This is an optimization exercise on Yosys and OpenROAD, whose aim is small area, a short achievable clock period and few clock cycles, not a production implementation.
In this exercise RTL edits were held to simulation tests only and were not proved equivalent to the original.

==> flow/design.v <==
module Controller 
(input [6:0] i_Opcode,
 input [2:0] i_Funct3,
 output reg [2:0] o_ctrl_Mem_Mode,
 output reg o_ctrl_MemRead,
 output reg o_ctrl_MemWrite,
 output reg o_ctrl_RegWrite,
 output reg o_ctrl_MemToReg,
 output reg [2:0] o_ctrl_ImmSel,
 output reg [7:0] o_ctrl_Br_Mask,
 output reg [1:0] o_ctrl_ALUop,
 output reg o_ctrl_LUI,
 output reg o_ctrl_AUIPC,
 output reg o_ctrl_Imme
 );
 always@(*) begin
	o_ctrl_Mem_Mode = i_Funct3;
	o_ctrl_MemRead = (i_Opcode == 7'b0000011)?1'b1:1'b0;
	o_ctrl_MemWrite = (i_Opcode == 7'b0100011)?1'b1:1'b0;
	o_ctrl_RegWrite = (i_Opcode == 7'b1100011 || i_Opcode == 7'b0100011)?1'b0:1'b1;
	o_ctrl_MemToReg = (i_Opcode == 7'b0000011)?1'b1:1'b0;
	o_ctrl_ImmSel = (i_Opcode == 7'b0000011 || i_Opcode == 7'b1100111 || i_Opcode == 7'b0010011)?3'b000:(i_Opcode == 7'b0100011)?3'b001:(i_Opcode == 7'b1100011)?3'b010:(i_Opcode == 7'b0010111 || i_Opcode == 7'b0110111)?3'b011:(i_Opcode == 7'b1101111)?3'b100:3'b000;
	o_ctrl_Br_Mask[7] = (i_Opcode == 7'b1101111)?1'b1:1'b0;
	o_ctrl_Br_Mask[6] = (i_Opcode == 7'b1100111)?1'b1:1'b0;
	o_ctrl_Br_Mask[5] = (i_Opcode == 7'b1100011 && i_Funct3 == 3'b111)?1'b1:1'b0;
	o_ctrl_Br_Mask[4] = (i_Opcode == 7'b1100011 && i_Funct3 == 3'b110)?1'b1:1'b0;
	o_ctrl_Br_Mask[3] = (i_Opcode == 7'b1100011 && i_Funct3 == 3'b101)?1'b1:1'b0;
	o_ctrl_Br_Mask[2] = (i_Opcode == 7'b1100011 && i_Funct3 == 3'b001)?1'b1:1'b0;
	o_ctrl_Br_Mask[1] = (i_Opcode == 7'b1100011 && i_Funct3 == 3'b100)?1'b1:1'b0;
	o_ctrl_Br_Mask[0] = (i_Opcode == 7'b1100011 && i_Funct3 == 3'b000)?1'b1:1'b0;
	o_ctrl_ALUop = (i_Opcode == 7'b0000011 || i_Opcode == 7'b0100011 || i_Opcode == 7'b1100011 || i_Opcode == 7'b0010111 || i_Opcode == 7'b1100111)?2'b00:(i_Opcode == 7'b0110011)?2'b01:(i_Opcode == 7'b0010011)?2'b10:2'b00;
	o_ctrl_LUI = (i_Opcode == 7'b0110111)?1'b1:1'b0;
	o_ctrl_AUIPC = (i_Opcode == 7'b0010111)?1'b1:1'b0;
	o_ctrl_Imme = (i_Opcode == 7'b0110011)?1'b0:1'b1;
 end
endmodule 
module ALU_Control
(input [1:0] i_ctrl_ALUop,
 input [2:0] i_Funct3,
 input [6:0] i_Funct7,
 output reg [3:0] o_ctrl_ALU_Sel,
 output reg o_ctrl_Unsigned,
 output reg o_ctrl_HSU,
 output reg o_ctrl_Start_Mul,
 output reg o_ctrl_Start_Div
 );	
 wire w_ADD, w_SUB, w_XOR, w_OR, w_AND, w_SLL, w_SRL, w_SRA, w_SLT, w_SLTU, w_MUL, w_MULH, w_MULHSU, w_MULHU, w_DIV, w_DIVU, w_REM, w_REMU;
 assign w_ADD = ((i_ctrl_ALUop == 2'b01 && i_Funct7 == 7'b0000000 && i_Funct3 == 3'b000) || (i_ctrl_ALUop == 2'b10 && i_Funct3 == 3'b000));
 assign w_SUB = (i_ctrl_ALUop == 2'b01 && i_Funct7 == 7'b0100000 && i_Funct3 == 3'b000);
 assign w_XOR = ((i_ctrl_ALUop == 2'b01 && i_Funct7 == 7'b0000000 && i_Funct3 == 3'b100) || (i_ctrl_ALUop == 2'b10 && i_Funct3 == 3'b100));
 assign w_OR = ((i_ctrl_ALUop == 2'b01 && i_Funct7 == 7'b0000000 && i_Funct3 == 3'b110) || (i_ctrl_ALUop == 2'b10 && i_Funct3 == 3'b110));
 assign w_AND = ((i_ctrl_ALUop == 2'b01 && i_Funct7 == 7'b0000000 && i_Funct3 == 3'b111) || (i_ctrl_ALUop == 2'b10 && i_Funct3 == 3'b111));
 assign w_SLL = ((i_ctrl_ALUop == 2'b01 && i_Funct7 == 7'b0000000 && i_Funct3 == 3'b001) || (i_ctrl_ALUop == 2'b10 && i_Funct7 == 7'b0000000 && i_Funct3 == 3'b001));
 assign w_SRL = ((i_ctrl_ALUop == 2'b01 && i_Funct7 == 7'b0000000 && i_Funct3 == 3'b101) || (i_ctrl_ALUop == 2'b10 && i_Funct7 == 7'b0000000 && i_Funct3 == 3'b101));
 assign w_SRA = ((i_ctrl_ALUop == 2'b01 && i_Funct7 == 7'b0100000 && i_Funct3 == 3'b101) || (i_ctrl_ALUop == 2'b10 && i_Funct7 == 7'b0100000 && i_Funct3 == 3'b101));
 assign w_SLT = ((i_ctrl_ALUop == 2'b01 && i_Funct7 == 7'b0000000 && i_Funct3 == 3'b010) || (i_ctrl_ALUop == 2'b10 && i_Funct3 == 3'b010));
 assign w_SLTU = ((i_ctrl_ALUop == 2'b01 && i_Funct7 == 7'b0000000 && i_Funct3 == 3'b011) || (i_ctrl_ALUop == 2'b10 && i_Funct3 == 3'b011));
 assign w_MUL = (i_ctrl_ALUop == 2'b01 && i_Funct7 == 7'b0000001 && i_Funct3 == 3'b000);
 assign w_MULH = (i_ctrl_ALUop == 2'b01 && i_Funct7 == 7'b0000001 && i_Funct3 == 3'b001);
 assign w_MULHSU = (i_ctrl_ALUop == 2'b01 && i_Funct7 == 7'b0000001 && i_Funct3 == 3'b010);
 assign w_MULHU = (i_ctrl_ALUop == 2'b01 && i_Funct7 == 7'b0000001 && i_Funct3 == 3'b011);
 assign w_DIV = (i_ctrl_ALUop == 2'b01 && i_Funct7 == 7'b0000001 && i_Funct3 == 3'b100);
 assign w_DIVU = (i_ctrl_ALUop == 2'b01 && i_Funct7 == 7'b0000001 && i_Funct3 == 3'b101);
 assign w_REM = (i_ctrl_ALUop == 2'b01 && i_Funct7 == 7'b0000001 && i_Funct3 == 3'b110);
 assign w_REMU = (i_ctrl_ALUop == 2'b01 && i_Funct7 == 7'b0000001 && i_Funct3 == 3'b111);
 always@(*) begin
	if(i_ctrl_ALUop == 2'b00 || w_ADD) begin
		o_ctrl_ALU_Sel = 4'b0000;
	end else if (w_SUB) begin
		o_ctrl_ALU_Sel = 4'b0001;		
	end else if (w_XOR) begin
		o_ctrl_ALU_Sel = 4'b0010;
	end else if (w_OR) begin
		o_ctrl_ALU_Sel = 4'b0011;
	end else if (w_AND) begin 
		o_ctrl_ALU_Sel = 4'b0100;
	end else if (w_SLL) begin
		o_ctrl_ALU_Sel = 4'b0101;
	end else if (w_SRL) begin
		o_ctrl_ALU_Sel = 4'b0110;
	end else if (w_SRA) begin
		o_ctrl_ALU_Sel = 4'b0111;
	end else if (w_SLT) begin
		o_ctrl_ALU_Sel = 4'b1000;
	end else if (w_SLTU) begin
		o_ctrl_ALU_Sel = 4'b1001;
	end else if (w_MUL) begin 
		o_ctrl_ALU_Sel = 4'b1010;
	end else if(w_MULH) begin
		o_ctrl_ALU_Sel = 4'b1011;
	end else if(w_MULHSU) begin
		o_ctrl_ALU_Sel = 4'b1011;
	end else if(w_MULHU) begin
		o_ctrl_ALU_Sel = 4'b1011;
	end else if(w_DIV) begin
		o_ctrl_ALU_Sel = 4'b1100;
	end else if(w_DIVU) begin
		o_ctrl_ALU_Sel = 4'b1100;
	end else if(w_REM) begin
		o_ctrl_ALU_Sel = 4'b1101;
	end else if(w_REMU) begin
		o_ctrl_ALU_Sel = 4'b1101;
	end else begin
		o_ctrl_ALU_Sel = 4'b0000;
	end
	o_ctrl_Unsigned = w_MULHU | w_DIVU | w_REMU;
	o_ctrl_HSU = w_MULHSU | w_MULHU;
	o_ctrl_Start_Mul = w_MUL | w_MULH | w_MULHSU | w_MULHU;
	o_ctrl_Start_Div = w_DIV | w_DIVU | w_REM | w_REMU;
 end
endmodule
module ImmGen 
#(parameter WIDTH = 32)
(input wire [2:0] i_ctrl_ImmSel,
 input wire i_Funct7,
 input wire [31:7] i_Imme,
 output reg [31:0] o_Imme
 );
always @(*) begin
	case(i_ctrl_ImmSel)
	  3'b000: o_Imme = (i_Funct7)?{{22{i_Imme[31]}}, i_Imme[29:20]}:{{21{i_Imme[31]}}, i_Imme[30:20]};
	  3'b001: o_Imme = {{21{i_Imme[31]}}, i_Imme[30:25], i_Imme[11:8], i_Imme[7]};
	  3'b010: o_Imme = {{20{i_Imme[31]}}, i_Imme[7], i_Imme[30:25], i_Imme[11:8], 1'b0};
	  3'b011: o_Imme = {i_Imme[31:12], 12'h0};
	  3'b100: o_Imme = {{12{i_Imme[31]}}, i_Imme[19:12], i_Imme[20], i_Imme[30:21], 1'b0};
	  default: o_Imme = 32'h0;
	 endcase
end
endmodule
module RegisterFile
#(parameter DATA_WIDTH = 32,
  parameter MEMORY_DEPTH = 32)
(input wire clk, n_rst,
 input wire [4:0] i_rs1,
 input wire [4:0] i_rs2,
 input wire [4:0] i_rd,
 input wire [DATA_WIDTH-1:0] i_WriteData,
 input wire i_ctrl_RegWrite,
 output reg [DATA_WIDTH-1:0] o_Read1,
 output reg [DATA_WIDTH-1:0] o_Read2
 );
reg [DATA_WIDTH-1:0] r_x [1:MEMORY_DEPTH-1];
genvar g;
generate
	for (g = 1; g < MEMORY_DEPTH; g = g + 1) begin : regs
		always@(posedge clk) begin
			if (n_rst && i_ctrl_RegWrite && i_rd == g) r_x[g] <= i_WriteData;
		end
	end
endgenerate
integer k;
always@(*) begin
	o_Read1 = {DATA_WIDTH{1'b0}};
	o_Read2 = {DATA_WIDTH{1'b0}};
	for (k = 1; k < MEMORY_DEPTH; k = k + 1) begin
		o_Read1 = o_Read1 | ({DATA_WIDTH{i_rs1 == k}} & r_x[k]);
		o_Read2 = o_Read2 | ({DATA_WIDTH{i_rs2 == k}} & r_x[k]);
	end
end
endmodule
module Decompression_Unit (input [15:0] i_low_inst,
									input [15:0] i_high_inst,
                           output reg [31:0] o_inst,
									output reg        o_ctrl_is_C_inst);
always @(*) begin
	if (i_low_inst[1:0] == 2'b00) begin 
		o_ctrl_is_C_inst = 1'b1;
		case (i_low_inst[15:13]) 
			3'b000: begin 
				if (i_low_inst[12:5] == 0) o_inst = 0;  
				else begin  
					o_inst[6:0] = 7'b0010011;  
					o_inst[11:7] = {2'b01,i_low_inst[4:2]};  
					o_inst[14:12] = 3'b000;  
					o_inst[19:15] = 5'b00010;  
					o_inst[31:20] = {2'b00, i_low_inst[10:7], i_low_inst[12:11], i_low_inst[5], i_low_inst[6], 2'b00};  
				end
			end
			3'b010: begin  
				o_inst[6:0] = 7'b0000011;  
				o_inst[11:7] = {2'b01,i_low_inst[4:2]};  
				o_inst[14:12] = 3'b010;  
				o_inst[19:15] = {2'b01,i_low_inst[9:7]};  
				o_inst[31:20] = {5'h0,i_low_inst[5], i_low_inst[12:10], i_low_inst[6], 2'b00};  
			end
			3'b110: begin  
				o_inst[6:0] = 7'b0100011;  
				o_inst[11:7] = {i_low_inst[11:10], i_low_inst[6], 2'b00};  
				o_inst[14:12] = 3'b010;  
				o_inst[19:15] = {2'b01,i_low_inst[9:7]};  
				o_inst[24:20] = {2'b01,i_low_inst[4:2]};  
				o_inst[31:25] = {5'h0,i_low_inst[5], i_low_inst[12]};  
			end
			default o_inst = 32'h0;
		endcase			
	end 
	else if (i_low_inst[1:0] == 2'b01) begin 
		o_ctrl_is_C_inst = 1'b1;
		case (i_low_inst[15:13]) 
			3'b000: begin  
				o_inst[6:0] = 7'b0010011;  
				o_inst[11:7] = i_low_inst[11:7];  
				o_inst[14:12] = 3'b000;  
				o_inst[19:15] = i_low_inst[11:7];  
				o_inst[31:20] = {{7{i_low_inst[12]}}, i_low_inst[6:2]};  
			end
			3'b001: begin  
				o_inst[6:0] = 7'b1101111;  
				o_inst[11:7] = 5'b00001;  
				o_inst[31:12] = {i_low_inst[12], i_low_inst[8], i_low_inst[10:9], i_low_inst[6], i_low_inst[7], i_low_inst[2], i_low_inst[11], i_low_inst[5:3], {9{i_low_inst[12]}}};
			end
			3'b010: begin  
				o_inst[6:0] = 7'b0010011;  
				o_inst[11:7] = i_low_inst[11:7];  
				o_inst[14:12] = 3'b000;  
				o_inst[19:15] = 5'h0;  
				o_inst[31:20] = {{7{i_low_inst[12]}}, i_low_inst[6:2]};  
			end
			3'b011: begin  
				if (i_low_inst[11:7] == 5'h2) begin  
					o_inst[6:0] = 7'b0010011;  
					o_inst[11:7] = i_low_inst[11:7];  
					o_inst[14:12] = 3'b000;  
					o_inst[19:15] = i_low_inst[11:7];  
					o_inst[31:20] = {{3{i_low_inst[12]}}, i_low_inst[4:3], i_low_inst[5], i_low_inst[2], i_low_inst[6], 4'h0};  
				end else begin  
					o_inst[6:0] = 7'b0110111;  
					o_inst[11:7] = i_low_inst[11:7];  
					o_inst[31:12] = {{15{i_low_inst[12]}}, i_low_inst[6:2]};  
				end
			end
			3'b100: begin  
				if (i_low_inst[11:10] == 2'b00) begin  
					o_inst[6:0] = 7'b0010011;  
					o_inst[11:7] = {2'b01,i_low_inst[9:7]};  
					o_inst[14:12] = 3'b101;  
					o_inst[19:15] = {2'b01,i_low_inst[9:7]};  
					o_inst[24:20] = i_low_inst[6:2];  
					o_inst[31:25] = 7'h0;  
				end else if (i_low_inst[11:10] == 2'b01) begin  
					o_inst[6:0] = 7'b0010011;  
					o_inst[11:7] = {2'b01,i_low_inst[9:7]};  
					o_inst[14:12] = 3'b101;  
					o_inst[19:15] = {2'b01,i_low_inst[9:7]};  
					o_inst[24:20] = {i_low_inst[6:2]};  
					o_inst[31:25] = 7'b0100000;  
				end else if (i_low_inst[11:10] == 2'b10) begin  
					o_inst[6:0] = 7'b0010011;  
					o_inst[11:7] = {2'b01,i_low_inst[9:7]};  
					o_inst[14:12] = 3'b111;  
					o_inst[19:15] = {2'b01,i_low_inst[9:7]};  
					o_inst[31:20] = {{7{i_low_inst[12]}}, i_low_inst[6:2]};  
				end else begin
					if (i_low_inst[12] == 1'b0) begin  
						if (i_low_inst[6:5] == 2'b00) begin  
							o_inst[6:0] = 7'b0110011;  
							o_inst[11:7] = {2'b01,i_low_inst[9:7]};  
							o_inst[14:12] = 3'b000;  
							o_inst[19:15] = {2'b01,i_low_inst[9:7]};  
							o_inst[24:20] = {2'b01,i_low_inst[4:2]};  
							o_inst[31:25] = 7'b0100000;  
						end else if (i_low_inst[6:5] == 2'b01) begin  
							o_inst[6:0] = 7'b0110011;  
							o_inst[11:7] = {2'b01,i_low_inst[9:7]};  
							o_inst[14:12] = 3'b100;  
							o_inst[19:15] = {2'b01,i_low_inst[9:7]};  
							o_inst[24:20] = {2'b01,i_low_inst[4:2]};  
							o_inst[31:25] = 7'b0000000;  
						end else if (i_low_inst[6:5] == 2'b10) begin  
							o_inst[6:0] = 7'b0110011;  
							o_inst[11:7] = {2'b01,i_low_inst[9:7]};  
							o_inst[14:12] = 3'b110;  
							o_inst[19:15] = {2'b01,i_low_inst[9:7]};  
							o_inst[24:20] = {2'b01,i_low_inst[4:2]};  
							o_inst[31:25] = 7'b0000000;  
						end else begin  
							o_inst[6:0] = 7'b0110011;  
							o_inst[11:7] = {2'b01,i_low_inst[9:7]};  
							o_inst[14:12] = 3'b111;  
							o_inst[19:15] = {2'b01,i_low_inst[9:7]};  
							o_inst[24:20] = {2'b01,i_low_inst[4:2]};  
							o_inst[31:25] = 7'b0000000;  
						end
					end else o_inst = 32'h0;
				end	
			end
			3'b101: begin  
				o_inst[6:0] = 7'b1101111;  
				o_inst[11:7] = 5'b00000;  
				o_inst[31:12] = {i_low_inst[12], i_low_inst[8], i_low_inst[10:9], i_low_inst[6], i_low_inst[7], i_low_inst[2], i_low_inst[11], i_low_inst[5:3], {9{i_low_inst[12]}}};
			end
			3'b110: begin  
				o_inst[6:0] = 7'b1100011;  
				o_inst[11:7] = {i_low_inst[11:10], i_low_inst[4:3], i_low_inst[12]};  
				o_inst[14:12] = 3'b000;  
				o_inst[19:15] = {2'b01,i_low_inst[9:7]};  
				o_inst[24:20] = 5'h0;  
				o_inst[31:25] = {{4{i_low_inst[12]}}, i_low_inst[6:5], i_low_inst[2]};  
			end
			3'b111: begin  
				o_inst[6:0] = 7'b1100011;  
				o_inst[11:7] = {i_low_inst[11:10], i_low_inst[4:3], i_low_inst[12]};  
				o_inst[14:12] = 3'b001;  
				o_inst[19:15] = {2'b01,i_low_inst[9:7]};  
				o_inst[24:20] = 5'h0;  
				o_inst[31:25] = {{4{i_low_inst[12]}}, i_low_inst[6:5], i_low_inst[2]};  
			end
			default o_inst = 32'h0;
		endcase
	end
	else if (i_low_inst[1:0] == 2'b10) begin  
		o_ctrl_is_C_inst = 1'b1;
		case (i_low_inst[15:13]) 
			3'b000: begin  
				o_inst[6:0] = 7'b0010011;  
				o_inst[11:7] = i_low_inst[11:7];  
				o_inst[14:12] = 3'b001;  
				o_inst[19:15] = i_low_inst[11:7];  
				o_inst[24:20] = {i_low_inst[6:2]};  
				o_inst[31:25] = 7'b0000000;  
			end
			3'b010: begin  
				o_inst[6:0] = 7'b0000011;  
				o_inst[11:7] = i_low_inst[11:7];  
				o_inst[14:12] = 3'b010;  
				o_inst[19:15] = 5'd2;  
				o_inst[31:20] = {4'b0, i_low_inst[3:2], i_low_inst[12], i_low_inst[6:4], 2'b00};  
			end
			3'b100: begin 
				if (i_low_inst[12] == 1'b0 && i_low_inst[6:2] == 5'd0) begin 
					o_inst[6:0] = 7'b1100111;  
					o_inst[11:7] = 5'd0;  
					o_inst[14:12] = 3'b000;  
					o_inst[19:15] = i_low_inst[11:7];  
					o_inst[31:20] = 12'h0;  
				end
				else if (i_low_inst[12] == 1'b0 && i_low_inst[6:2] != 5'd0) begin 
					o_inst[6:0] = 7'b0110011;  
					o_inst[11:7] = i_low_inst[11:7];  
					o_inst[14:12] = 3'b000;  
					o_inst[19:15] = 5'd0;  
					o_inst[24:20] = i_low_inst[6:2];  
					o_inst[31:25] = 7'b0000000;  
				end
				else if (i_low_inst[12] == 1'b1 && i_low_inst[6:2] == 5'd0) begin 
					o_inst[6:0] = 7'b1100111;  
					o_inst[11:7] = 5'd1;  
					o_inst[14:12] = 3'b000;  
					o_inst[19:15] = i_low_inst[11:7];  
					o_inst[31:20] = 12'h0;  
				end
				else begin  
					o_inst[6:0] = 7'b0110011;  
					o_inst[11:7] = i_low_inst[11:7];  
					o_inst[14:12] = 3'b000;  
					o_inst[19:15] = i_low_inst[11:7];  
					o_inst[24:20] = i_low_inst[6:2];  
					o_inst[31:25] = 7'b0000000;  
				end
			end
			3'b110: begin  
				o_inst[6:0] = 7'b0100011;  
				o_inst[11:7] = {i_low_inst[11:9], 2'b00};  
				o_inst[14:12] = 3'b010;  
				o_inst[19:15] = 5'd2;  
				o_inst[24:20] = i_low_inst[6:2];  
				o_inst[31:25] = {4'h0,i_low_inst[8:7], i_low_inst[12]};  
			end
			default o_inst = 32'h0;
		endcase
	end
	else begin
		o_ctrl_is_C_inst = 1'b0;
		o_inst = {i_high_inst,i_low_inst};
	end
end									
endmodule
module MulDiv
(input clk,
 input n_rst,
 input i_start_mul,
 input i_start_div,
 input [2:0] i_funct3,
 input [31:0] i_A,
 input [31:0] i_B,
 input i_pre_load,         
 input [31:0] i_pre_A,
 input [31:0] i_pre_B,
 output [31:0] o_result,
 output o_busy
 );
 localparam S_IDLE = 3'd0, S_MUL = 3'd1, S_DCLZ = 3'd2, S_DSHIFT = 3'd3, S_DITER = 3'd4, S_FIN = 3'd5;
 reg [2:0] r_state;
 reg [4:0] r_cnt;
 reg [32:0] r_S;      
 reg [32:0] r_C;      
 reg r_cin;           
 reg [31:0] r_lo;     
 reg [31:0] r_D;      
 reg [31:0] r_X;      
 reg r_pre;           
 assign o_busy = (i_start_mul | i_start_div) & (r_state != S_FIN);
 wire [40:0] w_X = {9'd0, r_X};
 wire [40:0] pp0 = r_D[0] ? w_X       : 41'd0;
 wire [40:0] pp1 = r_D[1] ? w_X << 1  : 41'd0;
 wire [40:0] pp2 = r_D[2] ? w_X << 2  : 41'd0;
 wire [40:0] pp3 = r_D[3] ? w_X << 3  : 41'd0;
 wire [40:0] pp4 = r_D[4] ? w_X << 4  : 41'd0;
 wire [40:0] pp5 = r_D[5] ? w_X << 5  : 41'd0;
 wire [40:0] pp6 = r_D[6] ? w_X << 6  : 41'd0;
 wire [40:0] pp7 = r_D[7] ? w_X << 7  : 41'd0;
 wire [40:0] a0 = {8'd0, r_S};
 wire [40:0] a1 = {8'd0, r_C};
 wire [40:0] s1 = pp0 ^ pp1 ^ pp2;
 wire [40:0] c1 = ((pp0 & pp1) | (pp0 & pp2) | (pp1 & pp2)) << 1;
 wire [40:0] s2 = pp3 ^ pp4 ^ pp5;
 wire [40:0] c2 = ((pp3 & pp4) | (pp3 & pp5) | (pp4 & pp5)) << 1;
 wire [40:0] s3 = pp6 ^ pp7 ^ a0;
 wire [40:0] c3 = ((pp6 & pp7) | (pp6 & a0) | (pp7 & a0)) << 1;
 wire [40:0] s4 = s1 ^ c1 ^ s2;
 wire [40:0] c4 = ((s1 & c1) | (s1 & s2) | (c1 & s2)) << 1;
 wire [40:0] s5 = c2 ^ s3 ^ c3;
 wire [40:0] c5 = ((c2 & s3) | (c2 & c3) | (s3 & c3)) << 1;
 wire [40:0] s6 = s4 ^ c4 ^ s5;
 wire [40:0] c6 = ((s4 & c4) | (s4 & s5) | (c4 & s5)) << 1;
 wire [40:0] s7 = c5 ^ a1 ^ s6;
 wire [40:0] c7 = ((c5 & a1) | (c5 & s6) | (a1 & s6)) << 1;
 wire [40:0] s8 = s7 ^ c7 ^ c6;
 wire [40:0] c8 = ((s7 & c7) | (s7 & c6) | (c7 & c6)) << 1;
 wire w_step = (r_state == S_MUL) | ((r_state == S_IDLE) & i_start_mul & r_pre);
 wire [8:0] w_lowsum = {1'b0, s8[7:0]} + {1'b0, c8[7:0]} + {8'd0, r_cin};
 wire w_mul_neg = (i_funct3[1:0] != 2'b11) & r_X[31];
 wire [31:0] w_nb = w_mul_neg ? ~i_B : 32'd0;
 wire [31:0] w_ht = r_S[31:0] ^ r_C[31:0] ^ w_nb;
 wire [31:0] w_hc = {((r_S[30:0] & r_C[30:0]) | (r_S[30:0] & w_nb[30:0]) | (r_C[30:0] & w_nb[30:0])), r_cin};
 wire w_div_signed = ~i_funct3[0];
 wire [31:0] w_absA = (w_div_signed & i_A[31]) ? -i_A : i_A;
 wire [31:0] w_absB = (w_div_signed & i_B[31]) ? -i_B : i_B;
 wire [5:0] w_zr, w_zd;
 LZC32 lzr (.i_x(r_S[31:0]), .o_z(w_zr));
 LZC32 lzd (.i_x(r_D), .o_z(w_zd));
 wire [5:0] w_shift = w_zd - w_zr;
 wire [32:0] w_diff = {1'b0, r_S[31:0]} - {1'b0, r_D};
 always @(posedge clk or negedge n_rst) begin
	if (!n_rst) begin
		r_state <= S_IDLE;
		r_cnt <= 5'd0;
		r_pre <= 1'b0;
	end else begin
		if (!o_busy) r_pre <= i_pre_load;
		case (r_state)
			S_IDLE: begin
				r_cnt <= {4'd0, r_pre};
				if (i_start_mul) r_state <= S_MUL;
				else if (i_start_div) r_state <= S_DCLZ;
			end
			S_MUL: begin
				r_cnt <= r_cnt + 5'd1;
				if (r_cnt[1:0] == 2'd3) r_state <= S_FIN;
			end
			S_DCLZ: begin
				r_cnt <= w_shift[4:0];
				if (w_zd[5] || w_zd < w_zr) r_state <= S_FIN;
				else r_state <= S_DSHIFT;
			end
			S_DSHIFT: r_state <= S_DITER;
			S_DITER: begin
				r_cnt <= r_cnt - 5'd1;
				if (r_cnt == 5'd0) r_state <= S_FIN;
			end
			default: r_state <= S_IDLE;
		endcase
	end
 end
 always @(posedge clk) begin
	if (!o_busy && i_pre_load) begin
		r_X <= i_pre_A;
		r_D <= i_pre_B;
		r_S <= 33'd0;
		r_C <= 33'd0;
		r_cin <= 1'b0;
	end else if (w_step) begin
		r_S <= s8[40:8];
		r_C <= c8[40:8];
		r_cin <= w_lowsum[8];
		r_lo <= {w_lowsum[7:0], r_lo[31:8]};
		r_D <= r_D >> 8;
	end else case (r_state)
		S_IDLE: begin
			r_C <= 33'd0;
			r_cin <= 1'b0;
			if (i_start_mul) begin
				r_X <= i_A;
				r_D <= i_B;
				r_S <= 33'd0;
			end else begin
				r_S <= {1'b0, w_absA};
				r_D <= w_absB;
			end
		end
		S_DCLZ: begin
			r_lo <= w_zd[5] ? 32'hFFFFFFFF : 32'd0;
		end
		S_DSHIFT: begin
			r_D <= r_D << r_cnt;
		end
		S_DITER: begin
			if (!w_diff[32]) r_S[31:0] <= w_diff[31:0];
			r_lo <= {r_lo[30:0], ~w_diff[32]};
			r_D <= r_D >> 1;
		end
		default: ;
	endcase
 end
 wire [31:0] w_dval = i_funct3[1] ? r_S[31:0] : r_lo;
 wire w_dneg = w_div_signed & (i_funct3[1] ? i_A[31] : (i_A[31] ^ i_B[31]));
 wire [31:0] w_fa = i_funct3[2] ? (w_dval ^ {32{w_dneg}}) : w_ht;
 wire [31:0] w_fb = i_funct3[2] ? 32'd0 : w_hc;
 wire [32:0] w_fsum1 = {w_fa, 1'b1} + {w_fb, i_funct3[2] ? w_dneg : w_mul_neg};
 wire [31:0] w_fsum = w_fsum1[32:1];
 assign o_result = (i_funct3 == 3'b000) ? r_lo : w_fsum;
endmodule
module LZC32
(input [31:0] i_x,
 output [5:0] o_z
 );
 wire [15:0] v1;
 wire [15:0] z1;
 genvar g;
 generate
	for (g = 0; g < 16; g = g + 1) begin : l1
		assign v1[g] = i_x[2*g+1] | i_x[2*g];
		assign z1[g] = ~i_x[2*g+1];
	end
 endgenerate
 wire [7:0] v2;
 wire [15:0] z2;
 generate
	for (g = 0; g < 8; g = g + 1) begin : l2
		assign v2[g] = v1[2*g+1] | v1[2*g];
		assign z2[2*g+1:2*g] = v1[2*g+1] ? {1'b0, z1[2*g+1]} : {1'b1, z1[2*g]};
	end
 endgenerate
 wire [3:0] v3;
 wire [11:0] z3;
 generate
	for (g = 0; g < 4; g = g + 1) begin : l3
		assign v3[g] = v2[2*g+1] | v2[2*g];
		assign z3[3*g+2:3*g] = v2[2*g+1] ? {1'b0, z2[4*g+3:4*g+2]} : {1'b1, z2[4*g+1:4*g]};
	end
 endgenerate
 wire [1:0] v4;
 wire [7:0] z4;
 generate
	for (g = 0; g < 2; g = g + 1) begin : l4
		assign v4[g] = v3[2*g+1] | v3[2*g];
		assign z4[4*g+3:4*g] = v3[2*g+1] ? {1'b0, z3[6*g+5:6*g+3]} : {1'b1, z3[6*g+2:6*g]};
	end
 endgenerate
 wire [4:0] z5 = v4[1] ? {1'b0, z4[7:4]} : {1'b1, z4[3:0]};
 assign o_z = (v4[1] | v4[0]) ? {1'b0, z5} : 6'd32;
endmodule
module ALU
#(parameter DATA_WIDTH = 32)
(input [3:0] i_ctrl_ALU_Sel,
 input i_ctrl_Sub,
 input [DATA_WIDTH-1:0] i_A,
 input [DATA_WIDTH-1:0] i_B,
 input [DATA_WIDTH-1:0] i_MD_Result,
 output reg [DATA_WIDTH-1:0] o_ALU_Result,
 output [DATA_WIDTH-1:0] o_Sum,
 output o_EQ,
 output o_LT,
 output o_LTU
 );
 wire [DATA_WIDTH+1:0] w_sum = {1'b0, i_A, 1'b1} + {1'b0, i_B ^ {DATA_WIDTH{i_ctrl_Sub}}, i_ctrl_Sub};
 assign o_Sum = w_sum[DATA_WIDTH:1];
 assign o_LTU = ~w_sum[DATA_WIDTH+1];
 assign o_LT = (i_A[DATA_WIDTH-1] ^ i_B[DATA_WIDTH-1]) ? i_A[DATA_WIDTH-1] : w_sum[DATA_WIDTH];
 assign o_EQ = (i_A == i_B);
 wire w_left = (i_ctrl_ALU_Sel == 4'b0101);
 wire w_fill = (i_ctrl_ALU_Sel == 4'b0111) & i_A[DATA_WIDTH-1];
 reg [DATA_WIDTH-1:0] w_shin, w_shres;
 wire [DATA_WIDTH-1:0] w_shout;
 integer k;
 always @(*) begin
	for (k = 0; k < DATA_WIDTH; k = k + 1) w_shin[k] = w_left ? i_A[DATA_WIDTH-1-k] : i_A[k];
 end
 wire [2*DATA_WIDTH-1:0] w_shext = {{DATA_WIDTH{w_fill}}, w_shin} >> i_B[4:0];
 assign w_shout = (|i_B[DATA_WIDTH-1:5]) ? {DATA_WIDTH{w_fill}} : w_shext[DATA_WIDTH-1:0];
 always @(*) begin
	for (k = 0; k < DATA_WIDTH; k = k + 1) w_shres[k] = w_left ? w_shout[DATA_WIDTH-1-k] : w_shout[k];
 end
 always @(*) begin
	case (i_ctrl_ALU_Sel)
		4'b0000, 4'b0001: o_ALU_Result = o_Sum;
		4'b0010: o_ALU_Result = i_A ^ i_B;
		4'b0011: o_ALU_Result = i_A | i_B;
		4'b0100: o_ALU_Result = i_A & i_B;
		4'b0101, 4'b0110, 4'b0111: o_ALU_Result = w_shres;
		4'b1000: o_ALU_Result = {{(DATA_WIDTH-1){1'b0}}, o_LT};
		4'b1001: o_ALU_Result = {{(DATA_WIDTH-1){1'b0}}, o_LTU};
		4'b1010, 4'b1011, 4'b1100, 4'b1101: o_ALU_Result = i_MD_Result;
		default: o_ALU_Result = {DATA_WIDTH{1'b0}};
	endcase
 end
endmodule
module DataMem
#(parameter DATA_WIDTH = 32)
(input i_ctrl_MemRead,
 input [2:0] i_ctrl_Mem_Mode,
 input [1:0] i_Offset,
 input [DATA_WIDTH-1:0] i_dmem_rdata,
 output reg [DATA_WIDTH-1:0] o_MemOut
 );
wire [1:0] offset = i_Offset;
wire [1:0] w_ctrl_Mode = i_ctrl_Mem_Mode[1:0];
wire w_ctrl_UnsignLoad = i_ctrl_Mem_Mode[2];
wire [DATA_WIDTH-1:0] word = i_dmem_rdata;
always@(*) begin
	if(i_ctrl_MemRead) begin
		case(w_ctrl_Mode)
			2'b00:
				begin
					case(offset)
						2'b00: o_MemOut = (w_ctrl_UnsignLoad)?{24'b0, word[7:0]}:{{24{word[7]}}, word[7:0]};
						2'b01: o_MemOut = (w_ctrl_UnsignLoad)?{24'b0, word[15:8]}:{{24{word[15]}}, word[15:8]};
						2'b10: o_MemOut = (w_ctrl_UnsignLoad)?{24'b0, word[23:16]}:{{24{word[23]}}, word[23:16]};
						2'b11: o_MemOut = (w_ctrl_UnsignLoad)?{24'b0, word[31:24]}:{{24{word[31]}}, word[31:24]};
					endcase
				end
			2'b01:
				begin
					case(offset[1])
						1'b0: o_MemOut = (w_ctrl_UnsignLoad)?{16'b0, word[15:0]}:{{16{word[15]}}, word[15:0]};
						1'b1: o_MemOut = (w_ctrl_UnsignLoad)?{16'b0, word[31:16]}:{{16{word[31]}}, word[31:16]};
					endcase
				end
			2'b10: o_MemOut = word;
			default: o_MemOut = 32'b0;
		endcase
	end else begin
		o_MemOut = 32'b0;
	end
end
endmodule
module StoreFormat
#(parameter DATA_WIDTH = 32)
(input i_ctrl_MemWrite,
 input [2:0] i_ctrl_Mem_Mode,
 input [1:0] i_Offset,
 input [DATA_WIDTH-1:0] i_WriteData,
 output reg [DATA_WIDTH-1:0] o_wdata,
 output reg [3:0] o_wstrb
 );
always@(*) begin
	case(i_ctrl_Mem_Mode[1:0])
		2'b00: o_wdata = {4{i_WriteData[7:0]}};
		2'b01: o_wdata = {2{i_WriteData[15:0]}};
		default: o_wdata = i_WriteData;
	endcase
	o_wstrb = 4'b0000;
	if(i_ctrl_MemWrite) begin
		case(i_ctrl_Mem_Mode[1:0])
			2'b00:
				case(i_Offset)
					2'b00: o_wstrb = 4'b0001;
					2'b01: o_wstrb = 4'b0010;
					2'b10: o_wstrb = 4'b0100;
					2'b11: o_wstrb = 4'b1000;
				endcase
			2'b01: o_wstrb = i_Offset[1] ? 4'b1100 : 4'b0011;
			2'b10: o_wstrb = 4'b1111;
			default: o_wstrb = 4'b0000;
		endcase
	end
end
endmodule
module RV32ICM
#(parameter DATA_WIDTH = 32)
(input clk,
 input n_rst,
 output [DATA_WIDTH-1:0] o_imem_addr,
 input  [DATA_WIDTH-1:0] i_imem_rdata,
 output [DATA_WIDTH-1:0] o_dmem_addr,
 output [DATA_WIDTH-1:0] o_dmem_wdata,
 output [3:0] o_dmem_wstrb,
 input  [DATA_WIDTH-1:0] i_dmem_rdata
 );
 wire w_busy;
 wire w_ex_redirect;
 wire [31:0] w_ex_target;
 wire w_id_stall;
 wire [31:0] w_id_pcimm, w_id_pcnext;
 reg [31:0] r_PC;
 wire [31:0] w_IF_inst;
 wire w_IF_isC;
 Decompression_Unit Decomp (.i_low_inst(i_imem_rdata[15:0]),
                            .i_high_inst(i_imem_rdata[31:16]),
                            .o_inst(w_IF_inst),
                            .o_ctrl_is_C_inst(w_IF_isC));
 assign o_imem_addr = r_PC;
 wire [29:0] w_PC_inc = r_PC[31:2] + 30'd1;
 wire w_PC_carry = w_IF_isC ? r_PC[1] : 1'b1;
 wire [31:0] w_PC_seq = {w_PC_carry ? w_PC_inc : r_PC[31:2], r_PC[1] ^ w_IF_isC, r_PC[0]};
 wire [31:0] w_raw = i_imem_rdata;
 wire w_q1 = (w_raw[1:0] == 2'b01);
 wire w_jal32 = (w_raw[6:0] == 7'b1101111);
 wire w_br32 = (w_raw[6:0] == 7'b1100011) & (w_raw[14:13] != 2'b01) & w_raw[31];
 wire w_cj = w_q1 & (w_raw[14:13] == 2'b01);
 wire w_cbr = w_q1 & (w_raw[15:14] == 2'b11) & w_raw[12];
 wire w_IF_pred = w_jal32 | w_br32 | w_cj | w_cbr;
 reg [31:0] w_pimm;
 always @(*) begin
	case ({w_q1, w_raw[2]})
		2'b00, 2'b01: w_pimm = w_raw[2] ? {{12{w_raw[31]}}, w_raw[19:12], w_raw[20], w_raw[30:21], 1'b0}
		                                : {{20{w_raw[31]}}, w_raw[7], w_raw[30:25], w_raw[11:8], 1'b0};
		default: w_pimm = w_raw[14] ? {{24{w_raw[12]}}, w_raw[6:5], w_raw[2], w_raw[11:10], w_raw[4:3], 1'b0}
		                            : {{21{w_raw[12]}}, w_raw[8], w_raw[10:9], w_raw[6], w_raw[7], w_raw[2], w_raw[11], w_raw[5:3], 1'b0};
	endcase
 end
 wire [31:0] w_PC_pred = r_PC + w_pimm;
 always @(posedge clk or negedge n_rst) begin
	if (!n_rst) r_PC <= 32'd0;
	else if (!w_busy) begin
		if (w_ex_redirect) r_PC <= w_ex_target;
		else if (w_id_stall) r_PC <= r_PC;
		else if (w_IF_pred) r_PC <= w_PC_pred;
		else r_PC <= w_PC_seq;
	end
 end
 reg r_IFID_valid;
 reg [31:0] r_IFID_inst, r_IFID_PC;
 reg r_IFID_isC, r_IFID_pred;
 always @(posedge clk or negedge n_rst) begin
	if (!n_rst) r_IFID_valid <= 1'b0;
	else if (!w_busy) begin
		if (w_ex_redirect) r_IFID_valid <= 1'b0;
		else if (!w_id_stall) r_IFID_valid <= 1'b1;
	end
 end
 always @(posedge clk) begin
	if (!w_busy && !w_id_stall) begin
		r_IFID_inst <= w_IF_inst;
		r_IFID_PC <= r_PC;
		r_IFID_isC <= w_IF_isC;
		r_IFID_pred <= w_IF_pred;
	end
 end
 wire [31:0] I = r_IFID_inst;
 wire [6:0] w_op = I[6:0];
 wire [2:0] w_f3 = I[14:12];
 wire [6:0] w_f7 = I[31:25];
 wire [4:0] w_rs1 = I[19:15];
 wire [4:0] w_rs2 = I[24:20];
 wire [4:0] w_rd = I[11:7];
 wire [2:0] w_Mem_Mode, w_ImmSel;
 wire w_MemRead, w_MemWrite, w_RegWrite, w_MemToReg, w_LUI, w_AUIPC, w_Imme;
 wire [7:0] w_Br_Mask;
 wire [1:0] w_ALUop;
 Controller Ctrler (.i_Opcode(w_op), .i_Funct3(w_f3),
                    .o_ctrl_Mem_Mode(w_Mem_Mode), .o_ctrl_MemRead(w_MemRead),
                    .o_ctrl_MemWrite(w_MemWrite), .o_ctrl_RegWrite(w_RegWrite),
                    .o_ctrl_MemToReg(w_MemToReg), .o_ctrl_ImmSel(w_ImmSel),
                    .o_ctrl_Br_Mask(w_Br_Mask), .o_ctrl_ALUop(w_ALUop),
                    .o_ctrl_LUI(w_LUI), .o_ctrl_AUIPC(w_AUIPC), .o_ctrl_Imme(w_Imme));
 wire [31:0] w_imm;
 ImmGen immgen1 (.i_Imme(I[31:7]), .i_ctrl_ImmSel(w_ImmSel), .i_Funct7(I[30]), .o_Imme(w_imm));
 wire [3:0] w_ALU_Sel;
 wire w_Unsigned, w_HSU, w_Start_Mul, w_Start_Div;
 ALU_Control ALUctrl1 (.i_ctrl_ALUop(w_ALUop), .i_Funct3(w_f3), .i_Funct7(w_f7),
                       .o_ctrl_ALU_Sel(w_ALU_Sel), .o_ctrl_Unsigned(w_Unsigned), .o_ctrl_HSU(w_HSU),
                       .o_ctrl_Start_Mul(w_Start_Mul), .o_ctrl_Start_Div(w_Start_Div));
 wire w_is_branch = |w_Br_Mask[5:0];
 wire w_is_jal = w_Br_Mask[7];
 wire w_is_jalr = w_Br_Mask[6];
 wire w_is_op = (w_op == 7'b0110011);
 wire w_use_rs1 = ~(w_LUI | w_AUIPC | w_is_jal);
 wire w_use_rs2 = w_is_op | w_MemWrite | (w_op == 7'b1100011);
 wire w_we = w_RegWrite & (w_rd != 5'd0);
 wire w_sub = (w_ALU_Sel == 4'b0001) | (w_ALU_Sel == 4'b1000) | (w_ALU_Sel == 4'b1001) | w_is_branch;
 wire w_use_alt = w_LUI | w_AUIPC | w_is_jal | w_is_jalr;
 assign w_id_pcimm = r_IFID_PC + w_imm;
 assign w_id_pcnext = r_IFID_PC + (r_IFID_isC ? 32'd2 : 32'd4);
 wire [31:0] w_alt = (w_LUI | w_MemWrite) ? w_imm : ((w_AUIPC | (w_is_branch & ~r_IFID_pred)) ? w_id_pcimm : w_id_pcnext);
 wire w_MEM_we;
 wire [4:0] w_MEM_rd;
 wire [31:0] w_MEM_data;
 wire [31:0] w_rf1, w_rf2;
 RegisterFile RegFile1 (.clk(clk), .n_rst(n_rst), .i_rs1(w_rs1), .i_rs2(w_rs2),
                        .i_rd(w_MEM_rd), .i_WriteData(w_MEM_data), .i_ctrl_RegWrite(w_MEM_we),
                        .o_Read1(w_rf1), .o_Read2(w_rf2));
 wire [31:0] w_r1 = (w_MEM_we && w_MEM_rd == w_rs1) ? w_MEM_data : w_rf1;
 wire [31:0] w_r2 = (w_MEM_we && w_MEM_rd == w_rs2) ? w_MEM_data : w_rf2;
 wire w_use_imm = ~(w_is_op | (w_op == 7'b1100011) | w_MemWrite);
 reg r_IDEX_valid;
 reg r_IDEX_we, r_IDEX_MemRead, r_IDEX_MemWrite, r_IDEX_Start_Mul, r_IDEX_Start_Div;
 reg r_IDEX_is_branch, r_IDEX_is_jalr, r_IDEX_pred, r_IDEX_use_alt, r_IDEX_sub;
 reg [2:0] r_IDEX_f3;
 reg [3:0] r_IDEX_ALU_Sel;
 reg [4:0] r_IDEX_rd;
 reg r_IDEX_fa_mem, r_IDEX_fb_mem;
 reg [31:0] r_IDEX_r1, r_IDEX_r2, r_IDEX_alt;   
 reg r_EXMEM_we, r_EXMEM_MemRead;
 reg [3:0] r_EXMEM_wstrb;
 reg [2:0] r_EXMEM_f3;
 reg [4:0] r_EXMEM_rd;
 reg [31:0] r_EXMEM_result, r_EXMEM_sdata;
 wire w_IDEX_we_v = r_IDEX_valid & r_IDEX_we;
 wire w_pre_load = w_Start_Mul & ~(w_IDEX_we_v & ((r_IDEX_rd == w_rs1) | (r_IDEX_rd == w_rs2)));
 assign w_id_stall = r_IFID_valid & r_IDEX_valid & r_IDEX_MemRead & r_IDEX_we &
                     ((w_use_rs1 & (r_IDEX_rd == w_rs1)) | (w_use_rs2 & (r_IDEX_rd == w_rs2)));
 always @(posedge clk or negedge n_rst) begin
	if (!n_rst) r_IDEX_valid <= 1'b0;
	else if (!w_busy) r_IDEX_valid <= r_IFID_valid & ~w_ex_redirect & ~w_id_stall;
 end
 always @(posedge clk) begin
	if (!w_busy) begin
		r_IDEX_we <= w_we;
		r_IDEX_MemRead <= w_MemRead;
		r_IDEX_MemWrite <= w_MemWrite;
		r_IDEX_Start_Mul <= w_Start_Mul;
		r_IDEX_Start_Div <= w_Start_Div;
		r_IDEX_is_branch <= w_is_branch;
		r_IDEX_is_jalr <= w_is_jalr;
		r_IDEX_pred <= r_IFID_pred;
		r_IDEX_use_alt <= w_use_alt;
		r_IDEX_sub <= w_sub;
		r_IDEX_f3 <= w_f3;
		r_IDEX_ALU_Sel <= w_ALU_Sel;
		r_IDEX_rd <= w_rd;
		r_IDEX_fa_mem <= w_IDEX_we_v & (r_IDEX_rd == w_rs1);
		r_IDEX_fb_mem <= w_IDEX_we_v & (r_IDEX_rd == w_rs2) & ~w_use_imm;
		r_IDEX_r1 <= w_r1;
		r_IDEX_r2 <= w_use_imm ? w_imm : w_r2;
		r_IDEX_alt <= w_alt;
	end
 end
 wire [31:0] w_A = r_IDEX_fa_mem ? r_EXMEM_result : r_IDEX_r1;
 wire [31:0] w_B = r_IDEX_fb_mem ? r_EXMEM_result : r_IDEX_r2;
 wire [31:0] w_opB = r_IDEX_MemWrite ? r_IDEX_alt : w_B;
 wire [31:0] w_MD_Result;
 wire w_MD_Busy;
 MulDiv md1 (.clk(clk), .n_rst(n_rst),
             .i_start_mul(r_IDEX_valid & r_IDEX_Start_Mul),
             .i_start_div(r_IDEX_valid & r_IDEX_Start_Div),
             .i_funct3(r_IDEX_f3), .i_A(w_A), .i_B(w_B),
             .i_pre_load(w_pre_load), .i_pre_A(w_r1), .i_pre_B(w_r2),
             .o_result(w_MD_Result), .o_busy(w_MD_Busy));
 assign w_busy = w_MD_Busy;
 wire [31:0] w_ALU_Result, w_Sum;
 wire w_EQ, w_LT, w_LTU;
 ALU alu1 (.i_ctrl_ALU_Sel(r_IDEX_ALU_Sel), .i_ctrl_Sub(r_IDEX_sub), .i_A(w_A), .i_B(w_opB),
           .i_MD_Result(w_MD_Result), .o_ALU_Result(w_ALU_Result), .o_Sum(w_Sum),
           .o_EQ(w_EQ), .o_LT(w_LT), .o_LTU(w_LTU));
 reg w_cond;
 always @(*) begin
	case (r_IDEX_f3)
		3'b000: w_cond = w_EQ;
		3'b001: w_cond = ~w_EQ;
		3'b100: w_cond = w_LT;
		3'b101: w_cond = ~w_LT;
		3'b110: w_cond = w_LTU;
		default: w_cond = ~w_LTU;
	endcase
 end
 assign w_ex_redirect = r_IDEX_valid & (r_IDEX_is_jalr | (r_IDEX_is_branch & (w_cond ^ r_IDEX_pred)));
 assign w_ex_target = r_IDEX_is_jalr ? w_Sum : r_IDEX_alt;
 wire [31:0] w_EX_result = r_IDEX_use_alt ? r_IDEX_alt : w_ALU_Result;
 wire [31:0] w_EX_wdata;
 wire [3:0] w_EX_wstrb;
 StoreFormat SF (.i_ctrl_MemWrite(r_IDEX_valid & r_IDEX_MemWrite), .i_ctrl_Mem_Mode(r_IDEX_f3),
                 .i_Offset(w_Sum[1:0]), .i_WriteData(w_B), .o_wdata(w_EX_wdata), .o_wstrb(w_EX_wstrb));
 always @(posedge clk or negedge n_rst) begin
	if (!n_rst) begin
		r_EXMEM_we <= 1'b0;
		r_EXMEM_MemRead <= 1'b0;
		r_EXMEM_wstrb <= 4'b0000;
	end else if (!w_busy) begin
		r_EXMEM_we <= w_IDEX_we_v;
		r_EXMEM_MemRead <= r_IDEX_valid & r_IDEX_MemRead;
		r_EXMEM_wstrb <= w_EX_wstrb;
	end
 end
 always @(posedge clk) begin
	if (!w_busy) begin
		r_EXMEM_f3 <= r_IDEX_f3;
		r_EXMEM_rd <= r_IDEX_rd;
		r_EXMEM_result <= w_EX_result;
		r_EXMEM_sdata <= w_EX_wdata;
	end
 end
 wire [31:0] w_MemOut;
 DataMem DMEM (.i_ctrl_MemRead(r_EXMEM_MemRead), .i_ctrl_Mem_Mode(r_EXMEM_f3),
               .i_Offset(r_EXMEM_result[1:0]), .i_dmem_rdata(i_dmem_rdata), .o_MemOut(w_MemOut));
 assign o_dmem_addr = r_EXMEM_result;
 assign o_dmem_wdata = r_EXMEM_sdata;
 assign o_dmem_wstrb = r_EXMEM_wstrb;
 assign w_MEM_we = r_EXMEM_we;
 assign w_MEM_rd = r_EXMEM_rd;
 assign w_MEM_data = r_EXMEM_MemRead ? w_MemOut : r_EXMEM_result;
endmodule
==> flow/flow/run.sh <==
#!/bin/bash
# The standard layout (the standard.sh: ORFS synthesis to finish), with
# timing repair asked to leave 7 ns of setup margin at the design's clock
# period, so that the repair sizes and buffers the critical paths further.
# The clock period, constraints and synthesis are unchanged.
export SETUP_SLACK_MARGIN=7
bash standard.sh > standard.log 2>&1
==> flow/standard.sh <==
#!/bin/bash
# synth_recipe.tcl (not shown) runs the flow's synth.tcl, then flattens the netlist and writes it again
# the make line also repeats each setting of config.mk as NAME=value (left out here)
make -C /OpenROAD-flow-scripts/flow DESIGN_CONFIG=/design/flow/config.mk WORK_HOME=/design/flow/orfs CLKGATE_MAP_FILE= SYNTH_SCRIPT=/design/flow/synth_recipe.tcl "${@:-finish}"
==> flow/config.mk <==
export PLATFORM = sky130hd
export DESIGN_NAME = RV32ICM
export DESIGN_NICKNAME = RV32ICM
export VERILOG_FILES = /design/flow/design.v
export SDC_FILE = /design/flow/constraint.sdc
export NUM_CORES = 4
export LEC_CHECK = 0
export CAP_MARGIN = 20
export CORE_MARGIN = 2
export CORE_UTILIZATION = 50
export PLACE_DENSITY = 0.65
export SLEW_MARGIN = 20
==> flow/constraint.sdc <==
create_clock -name core_clock -period 12.0 [get_ports {clk}]
set_input_delay 2.4000 -clock core_clock [delete_from_list [all_inputs] [get_ports {clk}]]
set_output_delay 2.4000 -clock core_clock [all_outputs]
set_load 0.01 [all_outputs]
==> reports/metrics.yaml <==
ys.flop_type: "edfxtp_1"
cts-root-buf: "clkbuf_16"
antenna_found_initial: 43
drv_cap: 0
skew_ps: 90.6
arrival_ps: 6060
netlist_instances: 8675
yosys-top-cells-count: "edfxtp_1, nor2_1, nand2_1"
largest_register: "RegFile1.r_x"
critPathKind: "flop to flop"
ios: 166
final_area_um2: 110000
postSynth.asyncResetShare_pct: 3.35
period_needed_ps: 5370
synth.most_common_cell: "edfxtp_1"
cp.required_ps: 12680
drive_gt1_share_pct: 16.7
route.detailed.wl_per_inst_um: 42.5
ctsHtreeMaxLevel: 4
portBuffers: 165
r2r-end: "md1.r_D[0]"
fin_crit_sh_pct: 44.8
first_iter_violations: 17600
firstDrtPassIters: 12
synth-seq-cells: 1461
tns_ps: 0
outcome: "complete, no violations"
yosys_warnings: 11
endpoint: "md1.r_D[0]"
crit_cells: 9
finalSetupViolCount: 0
place.gp.congestion: 1.12
critPathMaxStageDelay_ps: 1120
hold_class: "flop to flop"
postRouteAntennaNets: 0
maxSlewHeadroom_pct: 7.05
cts_hold_buffers: 0
ys_seq_area_share_pct: 46.2
cts_buffers: 158
yosys.cell_types.count: 106
critical_path_buf_inv_count: 1
top_regs: "RegFile1.r_x (992), md1.r_C (33)"
grt_max_degree: 175
synth_nets: 9297
grt_pass1_vias: 82500
slew_violations: 0
cts_tree: "done"
die_h_um: 435
worstMarginPinSlew_ps: 1390
path_delay_family: "simple AND/OR/NAND/NOR gates"
dpl.hpwl_um: 316000
gr-total-overflow: 0
cp_slowest_cell: "a21oi_1"
ff2ff_setup_slack_ps: 6630
largest_register_ffs: 992
timing.rr.start: "r_IFID_inst[20]"
timing.fmax_ghz: 0.186
post-synth-top-area-cell: "edfxtp_1"
drt_wl_total_um: 495000
dpl_cell_area_um2: 98900
drcViolationCount: 0
synth_top_area_share_pct: 43.4
rows: 158
ctsLongestPathBuffers: 3
start_kind: "flop"
synth_edf_count: 1346
fillCellCount: 15400
grt_pass1_wl_um: 663000
nets: 9626
avgSynthCellArea_um2: 10.7
worstPathCellList: "nand2b_1, nor2_4, buf_4, a222oi_1, nand4_1, nor3_1, a21oi_1, nor2_1, a21oi_1"
hold_viol: 0
clkSinkCount: 1461
fin_util_pct: 59.5
synth_area_um2: 93000
initial_core_util_pct: 50.2
startpoint: "r_IFID_inst[20]"
crit_path_frequent_cell: "a21oi_1"
synth_area_leaders: "edfxtp_1, fa_1, a22oi_1, ha_1, a21oi_1"
reg2reg_depth: 9
fp.dieW_um: 435
syn_to_final_growth_pct: 18.5
rsz0062_at_grt: "yes"
cp-end-kind: "flop"
vias_per_cell: 7.63
cp_max_fo: 22
grt.total_usage_pct: 50.1
fp.dieArea_um2: 190000
worstSkewPairLatency_ps: 900
core_um2: 185000
num_vias: 88900
path_clk_slew_ps: 60
metal layers:
metal / up-vias / share of wire, % / global-route usage (%)
li1: 34000 / - / -
met1: 42700 / 32 / 59.2
met2: 9150 / 40 / 69.4
met3: 3041 / 17 / 23.3
met4: 47 / 11 / 40.6
met5: - / 0.12 / 0.277
layout by cell type, fill, tap and decap left out, drive strengths merged, types with 73 or more instances in the layout:
cell           netlist  layout
edfxtp            1346    1346
nor2               640     640
nand2              588     591
a21oi              546     546
buf                100     537
a22oi              500     500
inv                462     457
o21ai              408     408
a221oi             295     295
fa                 280     280
mux2i              276     276
ha                 276     276
a22o               256     256
and2               193     193
clkbuf             465     192
xnor2              185     185
nand4              175     175
nand3              155     155
nor3               150     150
clkdlybuf4s50        0     147
mux2               133     133
xor2               125     125
a222oi              80      80
a21o                78      78
clkinv               7      77
nor2b               72      73
logic make-up after synthesis:
logic type	synth area share (%)
xor gates and xnor gates	2.92
DFF	46.2
muxes	5.34
adders and majority gates	9.74
AOI/OAI and AO/OA	20.2
other	0.00403
buffers and inverters	4.32
and+or+nand+nor	11.3
stage by stage:
| stage | hold slack (ps) | instances | setup slack (ps) |
|---|---|---|---|
| floorplan | 424 | 8675 | 6150 |
| global placement | 483 | 11000 | 4200 |
| detailed placement | 487 | 11000 | 4090 |
| CTS | 500 | 11400 | 6790 |
| global route | 526 | 11600 | 6670 |
| finish | 490 | 11600 | 6630 |
worst register-to-register path, cell delays in order (launching register included):
cell and delay (ps):
edfxtp_1 580, nand2b_1 650, nor2_4 1040, buf_4 740
a222oi_1 210, nand4_1 170, nor3_1 150, a21oi_1 1120
nor2_1 360, a21oi_1 240
layout make-up:
class / count / area (um^2) / area share (%)
Clock buffer: 182 / 4100 / 3.72
Sequential cell: 1461 / 43000 / 39.0
Clock inverter: 107 / 1400 / 1.27
Timing Repair inverter: 1 / 5.00 / 0.00454
Tap cell: 2480 / 3100 / 2.82
Timing Repair Buffer: 720 / 6890 / 6.25
Multi-Input combinational cell: 6193 / 49800 / 45.2
Antenna cell: 32 / 80.1 / 0.0727
Inverter: 469 / 1820 / 1.65
repair_timing:
item	4_1_cts	5_1_grt
pin swaps	53	129
setup buffers	97	147
gates resized for setup	322	307
gates cloned	21	17
setup endpoints to repair	142	112
worst min path at each step:
stage / from / endpoint / cells past startpoint
final: r_EXMEM_wstrb[0] / r_EXMEM_wstrb[0] / 2
after global routing: r_IDEX_rd[3] / r_EXMEM_rd[3] / 0
after CTS: r_EXMEM_wstrb[3] / r_EXMEM_wstrb[3] / 2
after detailed placement: r_EXMEM_wstrb[3] / r_EXMEM_wstrb[3] / 2
after global placement: r_EXMEM_wstrb[3] / r_EXMEM_wstrb[3] / 2
after floorplan: r_IFID_inst[14] / r_IDEX_f3[2] / 0
Testbench counts, summed over its fixed seeds: cycles 34,269.

## port drivers added, routing unchanged
The flow's constraints put no driver on any port. The routed layout listed below was extracted and timed again, unchanged, in two steps. Step 1: set_driving_cell puts a clkbuf_16 on clk and a buf_2 on each other input, an assumption about the parent block. Step 2, shift: input delay + t, output delay - t, t = (earliest + latest rising clock arrival at the registers) / 2. This alone moves slack from input paths to output paths. Slacks: ideal / step 1 / step 2; pairs: ideal / step 1.
t (ns): 0.951
setup slack, ns: 6.626 / 6.626 / 5.721
worst register clock-pin slew, ns: 0.08 / 0.08
After both steps this run still meets setup and hold. The setup slack of this run moves by 0.000 ns with the drivers and by -0.905 ns with both steps.
